This design comes from an exercise in tuning for small area on the open sky130 flow, not from production work. Where RTL was checked, it was by simulation tests only, not by an equivalence proof against the original. No activity file was given, so power comes from the tool's default toggle rates.

Setup of job 101:
==> module uart_copro_top, before the edit <==
module uart_copro_top(
    input  clk,
    input  reset,
    input  rx,
    output tx,
    input  [1:0] mode
);
    localparam [1:0] IDLE = 2'd0, START = 2'd1, DATA = 2'd2, STOP = 2'd3;
    wire tick, bc1;
    baud_rate_generator BAUD (.clk(clk), .reset(reset), .tick(tick), .bc1(bc1));
    reg [5:0] ph;
    always @(posedge clk) ph <= ph + 6'd1;
    wire ph63 = &ph;
    reg [7:0] q;
    reg [3:0] cc;        
    reg       rxb;       
    wire rsample    = tick & (&q[3:0]) & (q[7] ? ~&q[6:4] : &q[6:4]);
    wire data_ready = tick & (&q);
    wire [5:0] welem = {~cc, q[6:5]};    
    wire rwr = q[7] & (ph == welem);
    always @(posedge clk) begin
        if (reset) q <= 8'd0;
        else if (q == 8'd0) begin if (~rx) q <= 8'd104; end
        else if (tick) q <= q + 8'd1;
        if (rsample) rxb <= rx;
        if (reset) cc <= 4'd0;
        else if (data_ready) cc <= cc + 4'd1;
    end
    reg [1:0] sq;
    wire trig  = (sq == 2'd1) & bc1;
    wire cpend = (sq == 2'd3);
    wire act   = (sq == 2'd2);
    wire compl = data_ready & (&cc);
    always @(posedge clk) begin
        sq[0] <= ~reset & ((~sq[1] & (sq[0] | compl)) | (sq[1] & sq[0] & ~ph63));
        sq[1] <= ~reset & ((sq[0] & (sq[1] | bc1)) | (sq[1] & ~sq[0] & ~ph63));
    end
    reg [63:0] A0, A1, B0, B1, C0, C1;
    reg [3:0]  X0, X1;
    reg cy, fv1, fv2;
    reg [1:0] mL;
    wire a0 = A0[0], a1 = A1[0];
    wire b0 = B0[0] & fv1, b1 = B1[0] & fv1;
    wire c0 = C0[0] & fv2, c1 = C1[0] & fv2;
    wire s0 = a0 ^ b0 ^ cy;
    wire k0 = (a0 & b0) | (cy & (a0 ^ b0));
    wire s1 = a1 ^ b1 ^ k0;
    wire k1 = (a1 & b1) | (k0 & (a1 ^ b1));
    wire r0 = mL[0] ? a0 : mL[1] ? c0 : s0;
    wire r1 = mL[0] ? a1 : mL[1] ? c1 : s1;
    wire slot0 = (ph[5:2] == 4'd0);
    wire wra = act & ~slot0;     
    wire wrx = act & slot0;      
    always @(posedge clk) begin
        A0 <= {(rwr & ~q[4]) ? rxb : A0[0], A0[63:61], wra ? r0 : A0[60], A0[59:1]};
        A1 <= {(rwr &  q[4]) ? rxb : A1[0], A1[63:61], wra ? r1 : A1[60], A1[59:1]};
        X0 <= {wrx ? r0 : X0[0], X0[3:1]};
        X1 <= {wrx ? r1 : X1[0], X1[3:1]};
        B0 <= {act ? A0[0] : B0[0], B0[63:1]};
        B1 <= {act ? A1[0] : B1[0], B1[63:1]};
        C0 <= {act ? B0[0] : C0[0], C0[63:1]};
        C1 <= {act ? B1[0] : C1[0], C1[63:1]};
        cy <= act & k1;
        if (trig) mL <= mode;
        if (reset) begin
            fv1 <= 1'b0;
            fv2 <= 1'b0;
        end else if (act & ph63) begin
            fv1 <= 1'b1;
            fv2 <= fv1;
        end
    end
    reg [4:0] pd;
    reg [8:0] u;
    reg [3:0] D0, D1;    
    wire tidle    = (u[8:4] == 5'd0);
    wire tstart   = ~u[8] & (u[7:4] == 4'd7);
    wire tdata    = ~u[8] & u[7];
    wire tx_done  = tick & u[8] & (&u[3:0]);
    wire tx_start = tidle & ~(pd[4] & ~pd[0]) & ~trig;
    wire fetch = tstart & (pd[4] | (ph[5:2] == pd[3:0]));
    always @(posedge clk) begin
        if (reset) begin pd[4] <= 1'b1; pd[0] <= 1'b0; end
        else if (trig) pd <= 5'd14;
        else if (tx_done) pd <= pd - 5'd1;
        D0 <= {fetch ? (pd[4] ? X0[0] : A0[0]) : D0[0], D0[3:1]};
        D1 <= {fetch ? (pd[4] ? X1[0] : A1[0]) : D1[0], D1[3:1]};
        if (reset | tx_done) u <= 9'd0;
        else if (tidle) begin if (tx_start) u <= 9'h070; end
        else if (tick) u <= u + 9'd1;
    end
    wire [1:0] dst = u[6:5] - ph[1:0];
    wire [3:0] dsel = u[4] ? D1 : D0;
    assign tx = tdata ? dsel[dst] : ~tstart;
endmodule
Settings: LEC_CHECK=0, CAP_MARGIN=20, CORE_MARGIN=2, CORE_UTILIZATION=65, CTS_BUF_LIST=sky130_fd_sc_hd__clkbuf_8, CTS_CLUSTER_DIAMETER=60, CTS_CLUSTER_SIZE=18, SLEW_MARGIN=20; clock period 10.0 ns.
standard.sh (not shown) runs the stock make flow with config.mk's settings and CLKGATE_MAP_FILE= SYNTH_SCRIPT=/design/flow/synth_recipe.tcl, a recipe that flattens the netlist after the stock synthesis.
==> flow/flow/run.sh <==
#!/bin/bash
# Standard layout, except that synthesis maps the logic with an area-oriented
# ABC script (flow/area.abc) instead of ORFS's speed script.  Everything else
# in synthesis is the standard flow's own script (synth_recipe.tcl), so the registers are
# the standard synthesis's.
set -euo pipefail
HERE=$(pwd)
{
  cat <<TCL
proc abc {args} {
  set i [lsearch -exact \$args -script]
  if {\$i >= 0} { lset args [expr {\$i + 1}] $HERE/flow/area.abc }
  yosys abc {*}\$args
}
TCL
  cat synth_recipe.tcl
} > area_synth.tcl
bash standard.sh SYNTH_SCRIPT=$HERE/area_synth.tcl finish > standard.log 2>&1
==> flow/flow/area.abc <==
strash
ifraig
scorr
dc2
strash
dch -f
amap -m
Changes in job 102 relative to job 101:
--- a/flow/design.v
+++ b/flow/design.v
@@ -27,13 +27,14 @@
     reg [7:0] q;
     reg [3:0] cc;        
     reg       rxb;       
-    wire rsample    = tick & (&q[3:0]) & (q[7] ? ~&q[6:4] : &q[6:4]);
+    wire qidle      = ~q[7] & ~q[6];
+    wire rsample    = tick & (&q[3:0]) & (q[7] ? ~&q[6:4] : q[4]);
     wire data_ready = tick & (&q);
     wire [5:0] welem = {~cc, q[6:5]};    
     wire rwr = q[7] & (ph == welem);
     always @(posedge clk) begin
         if (reset) q <= 8'd0;
-        else if (q == 8'd0) begin if (~rx) q <= 8'd104; end
+        else if (qidle) begin if (~rx) q <= 8'd104; end
         else if (tick) q <= q + 8'd1;
         if (rsample) rxb <= rx;
         if (reset) cc <= 4'd0;
@@ -84,12 +85,12 @@
         end
     end
     reg [4:0] pd;
-    reg [8:0] u;
+    reg [7:0] u;
     reg [3:0] D0, D1;    
-    wire tidle    = (u[8:4] == 5'd0);
-    wire tstart   = ~u[8] & (u[7:4] == 4'd7);
-    wire tdata    = ~u[8] & u[7];
-    wire tx_done  = tick & u[8] & (&u[3:0]);
+    wire tidle    = ~u[7] & ~u[6] & u[4];
+    wire tstart   = ~u[7] & u[6];
+    wire tdata    = u[7];
+    wire tx_done  = tick & ~u[7] & ~u[6] & ~u[4] & (&u[3:0]);
     wire tx_start = tidle & ~(pd[4] & ~pd[0]) & ~trig;
     wire fetch = tstart & (pd[4] | (ph[5:2] == pd[3:0]));
     always @(posedge clk) begin
@@ -98,9 +99,9 @@
         else if (tx_done) pd <= pd - 5'd1;
         D0 <= {fetch ? (pd[4] ? X0[0] : A0[0]) : D0[0], D0[3:1]};
         D1 <= {fetch ? (pd[4] ? X1[0] : A1[0]) : D1[0], D1[3:1]};
-        if (reset | tx_done) u <= 9'd0;
-        else if (tidle) begin if (tx_start) u <= 9'h070; end
-        else if (tick) u <= u + 9'd1;
+        if (reset) u <= 8'h10;
+        else if (tidle) begin if (tx_start) u <= 8'h70; end
+        else if (tick) u <= u + 8'd1;
     end
     wire [1:0] dst = u[6:5] - ph[1:0];
     wire [3:0] dsel = u[4] ? D1 : D0;
## What came out
- Compared with job 101, the router placed more vias in job 102.
- The post-synthesis register bit count of job 102 and that of job 101 are within noise of each other.
- Clock buffer and inverter area fraction after layout: job 102 vs job 101 up 0.18 points
- On final cell count, job 102 tracks job 101 almost exactly.
- Status: flip-flop and latch count parity (job 102, job 101)
- From job 101 to job 102 the numbers moved as follows: final standard cell area without fillers has remained practically unchanged; post-synthesis share of cell area spent on and, or, nand and nor gates barely changed.
- [compare] base=job 101 new=job 102: critical path depth in cells decreased 1; share of the core filled with cells in the final layout saw little to no change; power went up.
For job 101, only the layout was checked, not whether the RTL still works.

## re-timing with driven ports
How much do the figures lean on ideal ports? The routed layouts below were timed once more, with nothing changed but the port constraints. Step 1: set_driving_cell puts a clkbuf_16 on clk and a buf_2 on each other input, an assumption about the parent block. Step 2, shift: input delay + t, output delay - t, t = (earliest + latest rising clock arrival at the registers) / 2. This alone moves slack from input paths to output paths. a / b / c = ideal ports / drivers / drivers and shift; a / b = the first two.
| run | t, ns | setup slack, ns | worst setup path at the end | clock arrival spread, ns | pins driven straight from the clock port |
|---|---|---|---|---|---|
| job 101 | 0.589 | 5.441 / 5.405 / 5.445 | input to register | 0.023 / 0.022 | 1 |
| job 102 | 0.591 | 5.483 / 5.446 / 6.037 | register to output | 0.019 / 0.018 | 1 |
After both steps setup and hold are still met in every run listed.
